This design comes from an exercise in tuning for small area, a short achievable clock period and few clock cycles on the open sky130 flow, not from production work.
Function was checked by simulation only, so behaviour that the tests miss may differ from the original.
Power is estimated from default activity; no workload was simulated.

## flow/design.v

```verilog
module addr_sel
(
	input clk,
	input [6:0] addr_serial_num,							 
	output reg [9:0] sram_raddr_w0,			 
	output reg [9:0] sram_raddr_w1,			 
	output reg [9:0] sram_raddr_d0,
	output reg [9:0] sram_raddr_d1
);
wire [9:0] sram_raddr_w0_nx;			 
wire [9:0] sram_raddr_w1_nx;			 
wire [9:0] sram_raddr_d0_nx;
wire [9:0] sram_raddr_d1_nx;
always@(posedge clk) begin				 
	sram_raddr_w0 <= sram_raddr_w0_nx;
	sram_raddr_w1 <= sram_raddr_w1_nx;
	sram_raddr_d0 <= sram_raddr_d0_nx;
	sram_raddr_d1 <= sram_raddr_d1_nx;
end
assign sram_raddr_w0_nx = (addr_serial_num<=98)? { {3{1'd0}} , addr_serial_num} : 127;
assign sram_raddr_w1_nx = (addr_serial_num>=4 && addr_serial_num<=102)? { {3{1'd0}} , addr_serial_num-7'd4} : 127;
assign sram_raddr_d0_nx = (addr_serial_num<=98)? { {3{1'd0}} , addr_serial_num} : 127;
assign sram_raddr_d1_nx = (addr_serial_num>=4 && addr_serial_num<=102)? { {3{1'd0}} , addr_serial_num-7'd4} : 127;
endmodule
module quantize#(
	parameter ARRAY_SIZE = 8,
	parameter SRAM_DATA_WIDTH = 32,
	parameter DATA_WIDTH = 8,
	parameter OUTPUT_DATA_WIDTH = 16
)
(
	input signed [ARRAY_SIZE*(DATA_WIDTH+DATA_WIDTH+5)-1:0] ori_data,
	output reg signed [ARRAY_SIZE*OUTPUT_DATA_WIDTH-1:0] quantized_data
);
localparam max_val = 32767,min_val = -32768;
localparam ORI_WIDTH = DATA_WIDTH+DATA_WIDTH+5;
reg signed [ORI_WIDTH-1:0] ori_shifted_data;
integer i;
always@* begin
	for(i=0; i<ARRAY_SIZE; i=i+1) begin	
		ori_shifted_data = ori_data[i*ORI_WIDTH +: ORI_WIDTH];
		if(ori_shifted_data >= max_val) quantized_data[i*OUTPUT_DATA_WIDTH +: OUTPUT_DATA_WIDTH] = max_val;
		else if(ori_shifted_data <= min_val) quantized_data[i*OUTPUT_DATA_WIDTH +: OUTPUT_DATA_WIDTH] = min_val;
		else quantized_data[i*OUTPUT_DATA_WIDTH +: OUTPUT_DATA_WIDTH] = ori_shifted_data[OUTPUT_DATA_WIDTH-1:0];
	end
end
endmodule
module systolic#(
	parameter ARRAY_SIZE = 8,
	parameter SRAM_DATA_WIDTH = 32,
	parameter DATA_WIDTH = 8
)
(
	input clk,
	input srstn,
	input alu_start,												 
	input [8:0] cycle_num,
	input [SRAM_DATA_WIDTH-1:0] sram_rdata_w0,		 
	input [SRAM_DATA_WIDTH-1:0] sram_rdata_w1,
	input [SRAM_DATA_WIDTH-1:0] sram_rdata_d0,		 
	input [SRAM_DATA_WIDTH-1:0] sram_rdata_d1,
	input [5:0] matrix_index,
	output reg signed [(ARRAY_SIZE*(DATA_WIDTH+DATA_WIDTH+5))-1:0] mul_outcome
);
localparam FIRST_OUT = ARRAY_SIZE+1;
localparam PARALLEL_START = ARRAY_SIZE+ARRAY_SIZE+1;
localparam OUTCOME_WIDTH = DATA_WIDTH+DATA_WIDTH+5;
reg signed [OUTCOME_WIDTH-1:0] matrix_mul_2D [0:ARRAY_SIZE-1] [0:ARRAY_SIZE-1]; 		
reg signed [OUTCOME_WIDTH-1:0] matrix_mul_2D_nx [0:ARRAY_SIZE-1] [0:ARRAY_SIZE-1]; 		
reg signed [DATA_WIDTH-1:0] data_queue [0:ARRAY_SIZE-1] [0:ARRAY_SIZE-1];
reg signed [DATA_WIDTH-1:0] weight_queue [0:ARRAY_SIZE-1] [0:ARRAY_SIZE-1];
reg signed [DATA_WIDTH+DATA_WIDTH-1:0] mul_result;
reg [5:0] upper_bound;
reg [5:0] lower_bound;
integer i,j;
always@(posedge clk) begin
	if(~srstn) begin
		for(i=0; i<ARRAY_SIZE; i=i+1) begin
			for(j=0; j<ARRAY_SIZE; j=j+1) begin
				weight_queue[i][j] <= 0;
				data_queue[i][j]   <= 0;
			end
		end
	end
	else begin
		if(alu_start) begin
			for(i=0; i<4; i=i+1) begin
				weight_queue[0][i] <= sram_rdata_w0[31-8*i-:8];
				weight_queue[0][i+4] <= sram_rdata_w1[31-8*i-:8];
			end
			for(i=1; i<ARRAY_SIZE; i=i+1) 
				for(j=0; j<ARRAY_SIZE; j=j+1) 
					weight_queue[i][j] <= weight_queue[i-1][j];
			for(i=0; i<4; i=i+1) begin
				data_queue[i][0] <= sram_rdata_d0[31-8*i-:8];
				data_queue[i+4][0] <= sram_rdata_d1[31-8*i-:8];
			end
			for(i=0; i<ARRAY_SIZE; i=i+1) 
				for(j=1; j<ARRAY_SIZE; j=j+1) 
					data_queue[i][j] <= data_queue[i][j-1];
		end
	end
end
always@(posedge clk) begin
	if(~srstn) begin
		for(i=0; i<ARRAY_SIZE; i=i+1) 
			for(j=0; j<ARRAY_SIZE; j=j+1)  
				matrix_mul_2D[i][j] <= 0;
	end
	else begin
		for(i=0; i<ARRAY_SIZE; i=i+1) 
			for(j=0; j<ARRAY_SIZE; j=j+1) 
				matrix_mul_2D[i][j] <= matrix_mul_2D_nx[i][j];
	end
end
always@(*) begin
	if(alu_start) begin			 
		for(i=0; i<ARRAY_SIZE; i=i+1) begin
			for(j=0; j<ARRAY_SIZE; j=j+1) begin
				if( (cycle_num>=FIRST_OUT && (i+j)==(cycle_num-FIRST_OUT)%16) || (cycle_num >=PARALLEL_START && (i+j)==(cycle_num-PARALLEL_START)%16) ) begin
					mul_result = weight_queue[i][j] * data_queue[i][j];
					matrix_mul_2D_nx[i][j] =  { {5{mul_result[15]}} , mul_result };
				end
				else if( cycle_num>=1 && i+j<=(cycle_num-1) ) begin
					mul_result = weight_queue[i][j] * data_queue[i][j];
					matrix_mul_2D_nx[i][j] = matrix_mul_2D[i][j] + { {5{mul_result[15]}} , mul_result };
				end
				else begin
				 	mul_result = 0;	
					matrix_mul_2D_nx[i][j] = matrix_mul_2D[i][j];
				end
			end
		end
	end
	else begin
		mul_result = 0;
		for(i=0; i<ARRAY_SIZE; i=i+1) 
			for(j=0; j<ARRAY_SIZE; j=j+1) 
				matrix_mul_2D_nx[i][j] = matrix_mul_2D[i][j];
	end		
end
always@(*) begin	
	if(matrix_index < ARRAY_SIZE) begin
		upper_bound = matrix_index;
		lower_bound = matrix_index + ARRAY_SIZE;
	end
	else begin
		upper_bound = matrix_index - ARRAY_SIZE;
		lower_bound = matrix_index;
	end
	for(i=0; i<ARRAY_SIZE*OUTCOME_WIDTH; i=i+1)
		mul_outcome[i] = 0;
	for(i=0; i<ARRAY_SIZE; i=i+1) begin
		for(j=0; j<ARRAY_SIZE-i; j=j+1) begin
			if(i+j == upper_bound)
				mul_outcome[i*OUTCOME_WIDTH+:OUTCOME_WIDTH] = matrix_mul_2D[i][j];
		end
	end
	for(i=1; i<ARRAY_SIZE; i=i+1) begin
		for(j=ARRAY_SIZE-i; j<ARRAY_SIZE; j=j+1) begin
			if(i+j == lower_bound)
				mul_outcome[i*OUTCOME_WIDTH+:OUTCOME_WIDTH] = matrix_mul_2D[i][j];
		end
	end
end
endmodule
module systolic_controll#(
	parameter ARRAY_SIZE = 8
)
(
	input clk,
	input srstn,
	input tpu_start,																 
	output reg sram_write_enable,
	output reg [6:0] addr_serial_num,
	output reg alu_start,																 
	output reg [8:0] cycle_num,													 
	output reg [5:0] matrix_index,													 
	output reg [1:0] data_set,
	output reg tpu_done														 
);
localparam IDLE = 3'd0, LOAD_DATA = 3'd1, WAIT1 = 3'd2, ROLLING = 3'd3;
reg [2:0] state;
reg [2:0] state_nx;
reg [1:0] data_set_nx;
reg tpu_done_nx;
reg [6:0] addr_serial_num_nx;
reg [8:0] cycle_num_nx;
reg [5:0] matrix_index_nx;
always@(posedge clk) begin
	if(~srstn) begin
		state <= IDLE;
		data_set <= 0;
		cycle_num <= 0;
		matrix_index <= 0;
		addr_serial_num <= 0;
		tpu_done <= 0;
	end
	else begin
		state <= state_nx;
		data_set <= data_set_nx;
		cycle_num <= cycle_num_nx;
		matrix_index <= matrix_index_nx;
		addr_serial_num <= addr_serial_num_nx;
		tpu_done <= tpu_done_nx;
	end
end
always@(*) begin
	case(state) 
		IDLE:	 begin
			if(tpu_start)
				state_nx = LOAD_DATA;
			else
				state_nx = IDLE;
			tpu_done_nx = 0;
		end
		LOAD_DATA: begin
			state_nx = WAIT1;
			tpu_done_nx = 0;
		end
		WAIT1: begin
			state_nx = ROLLING;
			tpu_done_nx = 0;
		end
		ROLLING: begin
			if(matrix_index==15 && data_set == 1) begin
				state_nx = IDLE;
				tpu_done_nx = 1;
			end
			else begin
				state_nx = ROLLING;
				tpu_done_nx = 0;
			end
		end
		default: begin
			state_nx = IDLE;
			tpu_done_nx = 0;
		end
	endcase
end
always@(*) begin
	case(state)
		IDLE: begin
			if(tpu_start)
				addr_serial_num_nx = 0;
			else
				addr_serial_num_nx = addr_serial_num;
		end
		LOAD_DATA:
			addr_serial_num_nx = 1;
		WAIT1: 
			addr_serial_num_nx = 2;
		ROLLING: begin
			if(addr_serial_num == 127)
				addr_serial_num_nx = addr_serial_num;
			else
				addr_serial_num_nx = addr_serial_num + 1;
		end
		default:
			addr_serial_num_nx = 0;
	endcase
end
always@(*) begin
	case(state)
		IDLE: begin
			alu_start = 0;
			cycle_num_nx = 0;
			matrix_index_nx = 0;
			data_set_nx = 0;
			sram_write_enable = 0;
		end
		LOAD_DATA: begin
			alu_start = 0;
			cycle_num_nx = 0;
			matrix_index_nx = 0;
			data_set_nx = 0;
			sram_write_enable = 0;
		end
		WAIT1: begin
			alu_start = 0;
			cycle_num_nx = 0;
			matrix_index_nx = 0;
			data_set_nx = 0;
			sram_write_enable = 0;
		end
		ROLLING: begin
			alu_start = 1;
			cycle_num_nx = cycle_num + 1;
			if(cycle_num >= ARRAY_SIZE+1) begin
				if(matrix_index == 15) begin
					matrix_index_nx = 0;
					data_set_nx = data_set + 1;
				end
				else begin
					matrix_index_nx = matrix_index + 1;
					data_set_nx = data_set;
				end
				sram_write_enable = 1;
			end
			else begin
				matrix_index_nx = 0;
				data_set_nx = data_set;
				sram_write_enable = 0;
			end
		end
		default: begin
			alu_start = 0;
			cycle_num_nx = 0;
			matrix_index_nx = 0;
			data_set_nx = 0;
			sram_write_enable = 0;
		end
	endcase
end
endmodule
module write_out#(
	parameter ARRAY_SIZE = 8,
	parameter OUTPUT_DATA_WIDTH = 16
)
(
	input clk,
	input srstn,
	input sram_write_enable,
	input [1:0] data_set,
	input [5:0] matrix_index,
	input signed [ARRAY_SIZE*OUTPUT_DATA_WIDTH-1:0] quantized_data,
	output reg sram_write_enable_a0,
	output reg [ARRAY_SIZE*OUTPUT_DATA_WIDTH-1:0] sram_wdata_a,
 	output reg [5:0] sram_waddr_a,
	output reg sram_write_enable_b0,
	output reg [ARRAY_SIZE*OUTPUT_DATA_WIDTH-1:0] sram_wdata_b,
 	output reg [5:0] sram_waddr_b,
	output reg sram_write_enable_c0,
	output reg [ARRAY_SIZE*OUTPUT_DATA_WIDTH-1:0] sram_wdata_c,
 	output reg [5:0] sram_waddr_c
);
integer i;
localparam MAX_INDEX = ARRAY_SIZE - 1;
reg sram_write_enable_a0_nx;
reg sram_write_enable_b0_nx;
reg sram_write_enable_c0_nx;
reg [ARRAY_SIZE*OUTPUT_DATA_WIDTH-1:0] sram_wdata_a_nx;
reg [ARRAY_SIZE*OUTPUT_DATA_WIDTH-1:0] sram_wdata_b_nx;
reg [ARRAY_SIZE*OUTPUT_DATA_WIDTH-1:0] sram_wdata_c_nx;
reg [5:0] sram_waddr_a_nx;
reg [5:0] sram_waddr_b_nx;
reg [5:0] sram_waddr_c_nx;
always@(posedge clk) begin
	if(~srstn) begin
		sram_write_enable_a0 <= 1;
		sram_write_enable_b0 <= 1;
		sram_write_enable_c0 <= 1;
		sram_wdata_a <= 0;
		sram_wdata_b <= 0;
		sram_wdata_c <= 0;
		sram_waddr_a <= 0;
		sram_waddr_b <= 0;
		sram_waddr_c <= 0;
	end
	else begin
		sram_write_enable_a0 <= sram_write_enable_a0_nx;
		sram_write_enable_b0 <= sram_write_enable_b0_nx;
		sram_write_enable_c0 <= sram_write_enable_c0_nx;
		sram_wdata_a <= sram_wdata_a_nx;
		sram_wdata_b <= sram_wdata_b_nx;
		sram_wdata_c <= sram_wdata_c_nx;
		sram_waddr_a <= sram_waddr_a_nx;
		sram_waddr_b <= sram_waddr_b_nx;
		sram_waddr_c <= sram_waddr_c_nx;
	end
end
always@(*) begin
	if(sram_write_enable) begin
		case(data_set)
			0: begin
				if(matrix_index < ARRAY_SIZE) begin
					sram_write_enable_a0_nx = 0;
					for(i=0; i<ARRAY_SIZE; i=i+1) begin
						if(i<=matrix_index)
							sram_wdata_a_nx[(MAX_INDEX-i)*OUTPUT_DATA_WIDTH +: OUTPUT_DATA_WIDTH] = quantized_data[i*OUTPUT_DATA_WIDTH +: OUTPUT_DATA_WIDTH];
						else
							sram_wdata_a_nx[(MAX_INDEX-i)*OUTPUT_DATA_WIDTH +: OUTPUT_DATA_WIDTH] = 0;
					end
					sram_waddr_a_nx = matrix_index;
				end
				else begin							 
					sram_write_enable_a0_nx = 0;
				 	for(i=0; i<ARRAY_SIZE; i=i+1) begin
						if(i < 15-matrix_index)
							sram_wdata_a_nx[(MAX_INDEX-i)*OUTPUT_DATA_WIDTH +: OUTPUT_DATA_WIDTH] = quantized_data[(i+1+(matrix_index-ARRAY_SIZE))*OUTPUT_DATA_WIDTH +: OUTPUT_DATA_WIDTH];
						else
							sram_wdata_a_nx[(MAX_INDEX-i)*OUTPUT_DATA_WIDTH +: OUTPUT_DATA_WIDTH] = 0;
					end
					sram_waddr_a_nx = matrix_index;
				end
			end
			default: begin
				sram_write_enable_a0_nx = 1;
				for(i=0; i<ARRAY_SIZE*OUTPUT_DATA_WIDTH; i=i+1) 
					sram_wdata_a_nx[i] = 0;
				sram_waddr_a_nx = 0;
			end
		endcase
	end
	else begin
		sram_write_enable_a0_nx = 1;
		for(i=0; i<ARRAY_SIZE*OUTPUT_DATA_WIDTH; i=i+1) 
			sram_wdata_a_nx[i] = 0;
		sram_waddr_a_nx = 0;
	end
end
always@(*) begin
	if(sram_write_enable) begin
		case(data_set)
			0: begin
				if(matrix_index < ARRAY_SIZE) begin			 
					sram_write_enable_b0_nx = 1;
					for(i=0; i<ARRAY_SIZE*OUTPUT_DATA_WIDTH; i=i+1) 
						sram_wdata_b_nx[i] = 0;
					sram_waddr_b_nx = 0;
				end
				else begin														 
					sram_write_enable_b0_nx = 0;
					for(i=0; i<ARRAY_SIZE; i=i+1) begin
						if(i <= matrix_index-ARRAY_SIZE)
							sram_wdata_b_nx[(MAX_INDEX-i)*OUTPUT_DATA_WIDTH +: OUTPUT_DATA_WIDTH] = quantized_data[i*OUTPUT_DATA_WIDTH +: OUTPUT_DATA_WIDTH];
						else
							sram_wdata_b_nx[(MAX_INDEX-i)*OUTPUT_DATA_WIDTH +: OUTPUT_DATA_WIDTH] = 0;
					end	
					sram_waddr_b_nx = matrix_index - ARRAY_SIZE;
				end
			end
			1: begin
				if(matrix_index < ARRAY_SIZE) begin
					sram_write_enable_b0_nx = 0;
					for(i=0; i<ARRAY_SIZE; i=i+1) begin
						if(i < ARRAY_SIZE-matrix_index-1)
							sram_wdata_b_nx[(MAX_INDEX-i)*OUTPUT_DATA_WIDTH +: OUTPUT_DATA_WIDTH] = quantized_data[(i+1+matrix_index)*OUTPUT_DATA_WIDTH +: OUTPUT_DATA_WIDTH];
						else
							sram_wdata_b_nx[(MAX_INDEX-i)*OUTPUT_DATA_WIDTH +: OUTPUT_DATA_WIDTH] = 0;
					end
					sram_waddr_b_nx = matrix_index + ARRAY_SIZE;	
				end
				else begin
					sram_write_enable_b0_nx = 1;
					for(i=0; i<ARRAY_SIZE*OUTPUT_DATA_WIDTH; i=i+1)
						sram_wdata_b_nx[i] = 0;
					sram_waddr_b_nx = 0;
				end
			end
			default: begin
				sram_write_enable_b0_nx = 1;
				for(i=0; i<ARRAY_SIZE*OUTPUT_DATA_WIDTH; i=i+1) 
					sram_wdata_b_nx[i] = 0;
				sram_waddr_b_nx = 0;
			end
		endcase
	end
	else begin
		sram_write_enable_b0_nx = 1;
		for(i=0; i<ARRAY_SIZE*OUTPUT_DATA_WIDTH; i=i+1) 
			sram_wdata_b_nx[i] = 0;
		sram_waddr_b_nx = 0;
	end
end
always@(*) begin
	if(sram_write_enable) begin
		case(data_set)
			1: begin
				if(matrix_index < ARRAY_SIZE) begin			 
					sram_write_enable_c0_nx = 0;
					for(i=0; i<ARRAY_SIZE; i=i+1) begin
						if(i<=matrix_index)
							sram_wdata_c_nx[(MAX_INDEX-i)*OUTPUT_DATA_WIDTH +: OUTPUT_DATA_WIDTH] = quantized_data[i*OUTPUT_DATA_WIDTH +: OUTPUT_DATA_WIDTH];
						else
							sram_wdata_c_nx[(MAX_INDEX-i)*OUTPUT_DATA_WIDTH +: OUTPUT_DATA_WIDTH] = 0;
					end
					sram_waddr_c_nx = matrix_index;
				end
				else begin														 
					sram_write_enable_c0_nx = 0;
					for(i=0; i<ARRAY_SIZE; i=i+1) begin
						if(i < 15-matrix_index)
							sram_wdata_c_nx[(MAX_INDEX-i)*OUTPUT_DATA_WIDTH +: OUTPUT_DATA_WIDTH] = quantized_data[(i+1+(matrix_index-ARRAY_SIZE))*OUTPUT_DATA_WIDTH +: OUTPUT_DATA_WIDTH];
						else
							sram_wdata_c_nx[(MAX_INDEX-i)*OUTPUT_DATA_WIDTH +: OUTPUT_DATA_WIDTH] = 0;
					end	
					sram_waddr_c_nx = matrix_index;
				end
			end
			default: begin
				sram_write_enable_c0_nx = 1;
				for(i=0; i<ARRAY_SIZE*OUTPUT_DATA_WIDTH; i=i+1) 
					sram_wdata_c_nx[i] = 0;
				sram_waddr_c_nx = 0;
			end
		endcase
	end
	else begin
		sram_write_enable_c0_nx = 1;
		for(i=0; i<ARRAY_SIZE*OUTPUT_DATA_WIDTH; i=i+1) 
			sram_wdata_c_nx[i] = 0;
		sram_waddr_c_nx = 0;
	end
end
endmodule
module tpu_top#(
	parameter ARRAY_SIZE = 8,
	parameter SRAM_DATA_WIDTH = 32,
	parameter DATA_WIDTH = 8,
	parameter OUTPUT_DATA_WIDTH = 16
)
(
	input clk,
	input srstn,
	input tpu_start,
	input [SRAM_DATA_WIDTH-1:0] sram_rdata_w0,
	input [SRAM_DATA_WIDTH-1:0] sram_rdata_w1,
	input [SRAM_DATA_WIDTH-1:0] sram_rdata_d0,
	input [SRAM_DATA_WIDTH-1:0] sram_rdata_d1,
	output [9:0] sram_raddr_w0,
	output [9:0] sram_raddr_w1,
	output [9:0] sram_raddr_d0,
	output [9:0] sram_raddr_d1,
	output sram_write_enable_a0,
	output [ARRAY_SIZE*OUTPUT_DATA_WIDTH-1:0] sram_wdata_a,
	output [5:0] sram_waddr_a,
	output sram_write_enable_b0,
	output [ARRAY_SIZE*OUTPUT_DATA_WIDTH-1:0] sram_wdata_b,
	output [5:0] sram_waddr_b,
	output sram_write_enable_c0,
	output [ARRAY_SIZE*OUTPUT_DATA_WIDTH-1:0] sram_wdata_c,
	output [5:0] sram_waddr_c,
	output tpu_done
);
localparam ORI_WIDTH = DATA_WIDTH+DATA_WIDTH+5;
wire [6:0] addr_serial_num;
wire signed [ARRAY_SIZE*ORI_WIDTH-1:0] ori_data;
wire signed [ARRAY_SIZE*OUTPUT_DATA_WIDTH-1:0] quantized_data;
wire alu_start;
wire [8:0] cycle_num;
wire [5:0] matrix_index;
wire sram_write_enable;
wire [1:0] data_set;
addr_sel addr_sel 
(
	.clk(clk),
	.addr_serial_num(addr_serial_num),	
	.sram_raddr_w0(sram_raddr_w0),
	.sram_raddr_w1(sram_raddr_w1),
	.sram_raddr_d0(sram_raddr_d0),
	.sram_raddr_d1(sram_raddr_d1)
);
quantize #(
	.ARRAY_SIZE(ARRAY_SIZE),
	.SRAM_DATA_WIDTH(SRAM_DATA_WIDTH),
	.DATA_WIDTH(DATA_WIDTH),
	.OUTPUT_DATA_WIDTH(OUTPUT_DATA_WIDTH)
) quantize
(
	.ori_data(ori_data),
	.quantized_data(quantized_data)	
);
systolic #(
	.ARRAY_SIZE(ARRAY_SIZE),
	.SRAM_DATA_WIDTH(SRAM_DATA_WIDTH),
	.DATA_WIDTH(DATA_WIDTH)
) systolic
(
	.clk(clk),
	.srstn(srstn),
	.alu_start(alu_start),
	.cycle_num(cycle_num),
	.sram_rdata_w0(sram_rdata_w0),
	.sram_rdata_w1(sram_rdata_w1),
	.sram_rdata_d0(sram_rdata_d0),
	.sram_rdata_d1(sram_rdata_d1),
	.matrix_index(matrix_index),
	.mul_outcome(ori_data)
);
systolic_controll  #(
	.ARRAY_SIZE(ARRAY_SIZE)
) systolic_controll
(
	.clk(clk),
	.srstn(srstn),
	.tpu_start(tpu_start),
	.sram_write_enable(sram_write_enable),
	.addr_serial_num(addr_serial_num),
	.alu_start(alu_start),
	.cycle_num(cycle_num),
	.matrix_index(matrix_index),
	.data_set(data_set),
	.tpu_done(tpu_done)
);
write_out #(
	.ARRAY_SIZE(ARRAY_SIZE),
	.OUTPUT_DATA_WIDTH(OUTPUT_DATA_WIDTH)
) write_out
(
	.clk(clk), 
	.srstn(srstn),
	.sram_write_enable(sram_write_enable),
	.data_set(data_set),
	.matrix_index(matrix_index),
	.quantized_data(quantized_data),
	.sram_write_enable_a0(sram_write_enable_a0),
	.sram_wdata_a(sram_wdata_a),
	.sram_waddr_a(sram_waddr_a),
	.sram_write_enable_b0(sram_write_enable_b0),
	.sram_wdata_b(sram_wdata_b),
	.sram_waddr_b(sram_waddr_b),
	.sram_write_enable_c0(sram_write_enable_c0),
	.sram_wdata_c(sram_wdata_c),
	.sram_waddr_c(sram_waddr_c)
);
endmodule
```

## flow/config.mk

```make
export PLATFORM = sky130hd
export DESIGN_NAME = tpu_top
export DESIGN_NICKNAME = tpu_top
export VERILOG_FILES = /design/flow/design.v
export SDC_FILE = /design/flow/constraint.sdc
export NUM_CORES = 8
export LEC_CHECK = 0
export CAP_MARGIN = 20
export CORE_MARGIN = 2
export CORE_UTILIZATION = 40
export SLEW_MARGIN = 20
```

## flow/run.sh

```bash
#!/bin/bash
# synth_recipe.tcl (not shown) runs the flow's synth.tcl, then flattens the netlist and writes it again
# the make line also repeats each setting of config.mk as NAME=value (left out here)
make -C /OpenROAD-flow-scripts/flow DESIGN_CONFIG=/design/flow/config.mk WORK_HOME=/design/flow/orfs CLKGATE_MAP_FILE= SYNTH_SCRIPT=/design/flow/synth_recipe.tcl finish
```

## flow/constraint.sdc

```tcl
create_clock -name core_clock -period 9.0 [get_ports {clk}]
set_input_delay 1.8000 -clock core_clock [delete_from_list [all_inputs] [get_ports {clk}]]
set_output_delay 1.8000 -clock core_clock [all_outputs]
set_load 0.01 [all_outputs]
```

==> summary.txt <==
Yosys
The portion of the post-synthesis area used by sequential elements is between 10% and 20%. For this run, the number of Yosys warnings is 12. Ranked by total cell area, the synthesized netlist is headed by sky130_fd_sc_hd__fa_1 (21%), sky130_fd_sc_hd__dfxtp_1 (17%), sky130_fd_sc_hd__ha_1 (12%). Of all flip-flops after synthesis, the portion carrying an async set or reset was 0%. Synthesis produced 42500 cells.

The cell area that synthesis handed to floorplanning was around 340000 µm². The cell type contributing the most total cell area after synthesis is sky130_fd_sc_hd__fa_1. In this run, synthesis inferred 0 flip-flops with an integrated enable. The share of Yosys cell area claimed by the top area cell type is between 20% and 30%. Among all flip-flop cells after synthesis, the most frequent one is sky130_fd_sc_hd__dfxtp_1. The per-instance average area after synthesis is 8.01 µm². The synthesized netlist contains about 110 unique library cells.

The flop and latch count out of synthesis is 2814.

Final layout
In the final layout, the multi-input gates occupy about 260000 µm². The summed area of non-filler cells in the final layout is around 370000 µm². In the final layout, the share of cells above drive strength 1 is 4.45%. Leaving out fill and tap cells, the most frequent cell in the layout is sky130_fd_sc_hd__inv_1. The register area is around 56000 µm².

In the layout the commonest cells are sky130_fd_sc_hd__inv_1 (5498), sky130_fd_sc_hd__nand2_1 (4892), sky130_fd_sc_hd__fa_1 (3584), sky130_fd_sc_hd__a21oi_1 (3278), sky130_fd_sc_hd__ha_1 (3174). The filler cells instantiated in the layout total approximately 85000. In the final design database the tool counted approximately 49000 nets. The area growth from synthesis to layout is 9.34%.

Placement
Port buffering added roughly 560 buffers. The HPWL after detailed placement is 1150 mm. The setup slack at placement is 1280 ps. In this run the cell area measured after placement is between 300000 and 400000 µm².

The congestion estimate from routability-driven global placement came to 1.11.

Critical path
Among cell families on the critical path, the largest total delay comes from simple AND/OR/NAND/NOR gates. The cell with the largest stage delay on the worst path is sky130_fd_sc_hd__o21ai_0. Walking the worst path, the cells encountered are inv_1, ha_1, ha_2, inv_1, buf_4, ha_4, nor4b_4, buf_4, nand2_2, nand2_1, o21ai_0, nor4_2, a21oi_1, a31oi_1, nand2_1, o21ai_0, a21o_1, nor2_1, a221o_1. The sum of buffers and inverters on the critical path is 4. The type of destination of the critical path is a flop. The worst stage delay on the critical path is roughly 970 ps. The start-to-end type of the worst setup path is reg -> reg. The largest fanout on the critical path is 24. Data on the critical path is required at its endpoint by 10050 ps. The type of element launching the critical path is a flop. At the worst endpoint, the arrival time is 9370 ps.

Clocking
The count of hold-fix buffers inserted at cts is 0. The post-cts gate resize count is 0. The total number of H-tree levels is 5. The root buffer selected by CTS is sky130_fd_sc_hd__clkbuf_16. In this run the deepest clock path goes through 4 buffers. The buffers inserted during post-CTS setup optimization is 0.

TritonCTS built the clock tree. The CTS buffer count is approximately 390. For the worst-skew pair, the clock arrives at the later sink with an insertion delay of 1190 ps. The number of sinks on the clock net is between 2000 and 3000.

Clock-pin slew was measured on the worst setup and hold paths at ~60 ps.

Timing
The post-route clock period utilization is ~92%. The transition at the pin with the smallest max-transition slack is between 1000 and 1500 ps. The final setup violation count is 0.

Clock skew on the completed layout was measured at 167 ps. Setup repair after global routing left no endpoint under its margin. In the post-route analysis, the smallest setup slack over all paths is between 600 and 700 ps.

The relative max-transition margin is under 10%. The highest attainable clock frequency is about 0.12 GHz. The number of failing hold endpoints at the final stage is 0. The final count of pins violating max slew is 0. The worst path needs between 8000 and 9000 ps of the cycle, external delays included. The total negative slack for setup checks is 0 ps. The final hold slack is 426 ps.

Pwr
The standby leakage power is around 170 nW. The overall power consumption is just over 0.03 W. VDD sags by at most 168 µV. For this design the ratio of total power to cell area is about 84 nW/µm².

Die
The die footprint is between 800000 and 900000 µm². The height of the die is about 930 µm. The I/O pin total is 577. The core outline area is approximately 850000 µm². Measured along the x axis, the die boundary spans 927 µm.

The effective utilization at floorplan is roughly 40%. The total number of placement rows is 339.

Routing
The routed layout has 309000 vias. The detailed router finished its first iteration with 31900 violations. The average wire per cell in the routed design is 26.8 µm. The first-pass detailed-route iteration total is 13. The detail route stage leaves a number of antenna-violating nets equal to 0. The final layout contains routed wiring with a total length of approximately 1400 mm. The mean number of vias per cell is around 5.8. The DRC violation count after routing is 0.

Outcome
The run finished with no timing, DRC or antenna violations.

Global routing
The maximum number of pins on one net before global-route repair is around 180. The busiest layer in global routing is met2. The total grt overflow is 0. The first global-routing pass estimated approximately 2100 mm of wire. The number of global-route vias before repair is approximately 300k. The number of antenna violations at the first check in global routing is roughly 170.

The met2 track utilization from global routing is 49.7%. Global routing used under 10% of the available met3 tracks. Global routing used between 40 and 50% of the available met1 tracks. Global routing used between 30% and 40% of the available tracks.

Hold path
The path category of the worst min-delay check is reg -> reg.

Run
The max-cap check violation count is 0.
[flip-flops by register name, summed over array words and instances, names as in the netlist]
register	count
addr_sel.sram_raddr_w1	7
systolic_controll.matrix_index	6
systolic.weight_queue	512
write_out.sram_write_enable_b0	1
systolic_controll.addr_serial_num	7
systolic.matrix_mul_2D	1344
systolic_controll.tpu_done	1
systolic_controll.data_set	2
systolic_controll.state	2
write_out.sram_write_enable_a0	1
write_out.sram_write_enable_c0	1
write_out.sram_waddr_a	6
write_out.sram_wdata_b	128
write_out.sram_waddr_b	6
systolic.data_queue	512
write_out.sram_waddr_c	6
systolic_controll.cycle_num	9
write_out.sram_wdata_c	128
addr_sel.sram_raddr_w0	7
write_out.sram_wdata_a	128
[cells by family after synthesis]
group,synth area share [%]
AND/OR/NAND/NOR,19.5
AO/OA/AOI/OAI,16.5
buffers and inverters,8.64
adder cells (fa/ha/maj),32.7
flip-flops,16.5
XOR/XNOR,5.22
multiplexers,0.865
other,0.00110
[metrics by stage]
stage / instances / util [%]
finish: 53700 / 43.8
floorplan: 42500 / -
CTS: 53600 / 43.8
global route: 53600 / 43.8
detailed placement: 52900 / 42.2
global placement: 52800 / 42.1
[where the power goes]
part / internal [W] / switching [W]
combinational: 0.000432 / 0.00118
clock: 0.00982 / 0.00700
sequential: 0.0125 / 0.000193
total: 0.0228 / 0.00837
[Yosys cell counts (58+ instances only)]
cell,n
sky130_fd_sc_hd__o22ai_1,107
sky130_fd_sc_hd__o41ai_1,94
sky130_fd_sc_hd__buf_4,58
sky130_fd_sc_hd__a311oi_1,288
sky130_fd_sc_hd__nor4_1,69
sky130_fd_sc_hd__o2111ai_1,95
sky130_fd_sc_hd__nand4_1,76
sky130_fd_sc_hd__or3_1,192
sky130_fd_sc_hd__o21a_1,180
sky130_fd_sc_hd__a21oi_1,3295
sky130_fd_sc_hd__inv_1,5503
sky130_fd_sc_hd__buf_1,68
sky130_fd_sc_hd__a211oi_1,597
sky130_fd_sc_hd__nand2b_1,369
sky130_fd_sc_hd__xor2_1,564
sky130_fd_sc_hd__or2_2,107
sky130_fd_sc_hd__a31oi_1,253
sky130_fd_sc_hd__xnor2_1,1469
sky130_fd_sc_hd__buf_2,156
sky130_fd_sc_hd__nand2_1,4909
sky130_fd_sc_hd__nand3b_1,70
sky130_fd_sc_hd__ha_1,3181
sky130_fd_sc_hd__o31ai_1,65
sky130_fd_sc_hd__o221ai_1,205
sky130_fd_sc_hd__nor2_1,3075
sky130_fd_sc_hd__nor2b_1,249
sky130_fd_sc_hd__fa_1,3584
sky130_fd_sc_hd__a221o_1,78
sky130_fd_sc_hd__nor3_1,916
sky130_fd_sc_hd__o211ai_1,288
sky130_fd_sc_hd__nand3_1,574
sky130_fd_sc_hd__o21bai_1,219
sky130_fd_sc_hd__a221oi_1,118
sky130_fd_sc_hd__and3_1,198
sky130_fd_sc_hd__mux2i_1,190
sky130_fd_sc_hd__and2_1,3112
sky130_fd_sc_hd__dfxtp_1,2814
sky130_fd_sc_hd__a21o_1,404
sky130_fd_sc_hd__clkbuf_1,1918
sky130_fd_sc_hd__a22oi_1,121
sky130_fd_sc_hd__o21ai_0,1699
sky130_fd_sc_hd__a211o_1,78
[final timing paths]
kind / from / endpoint / slack (ps) / cells after the start
worst max register to register: systolic_controll.matrix_index[4] / write_out.sram_wdata_c[22] / 690 / 19
worst min register to register: systolic_controll.addr_serial_num[6] / addr_sel.sram_raddr_w0[6] / 430 / 0
worst max-delay path: systolic_controll.matrix_index[4] / write_out.sram_wdata_c[22] / 690 / 19
worst min-delay path: systolic_controll.addr_serial_num[6] / addr_sel.sram_raddr_w0[6] / 430 / 0
[per-layer routing]
metal | share of wire [%] | routed length, µm | up-vias
met5 | 0.047 | 671 | -
met4 | 8.4 | 121000 | 86
met3 | 9.4 | 136000 | 3625
met2 | 43 | 616000 | 13500
met1 | 39 | 567000 | 153000
li1 | - | - | 140000
[final cells by class]
type                       instances  area share [%]
sequential                      2814            15.1
tap                            11300            3.78
inverter                        5511            5.56
timing repair buffer            1274            3.11
clock inverter                   176           0.656
antenna                          129          0.0866
multi-input combinational      32000            68.8
clock buffer                     521            2.92
Testbench counts, summed over its fixed seeds: cycles 5,880.

-- separate check: timing with driven ports --
Ports are ideal in the flow. The routed layout listed here was re-timed in OpenROAD. Step 1 sets driving cells, clkbuf_16 on the clock port and buf_2 on the other inputs (assumed; they add their load-dependent delay and slew). Step 2 moves the port delays by t, midway between the first and last clock arrival at a register: inputs arrive t later, outputs are due t later. That takes back most of the time a late clock gives input paths. a / b / c = ideal ports / drivers / drivers and shift; a / b = the first two.
t (ns): 1.255
setup slack, ns: 0.688 / 0.688 / 0.688
slew at the worst register clock pin (ns): 0.08 / 0.08
After both steps this run still meets setup and hold. For this run, drivers alone change the setup slack by 0.000 ns; drivers and shift together by 0.000 ns.
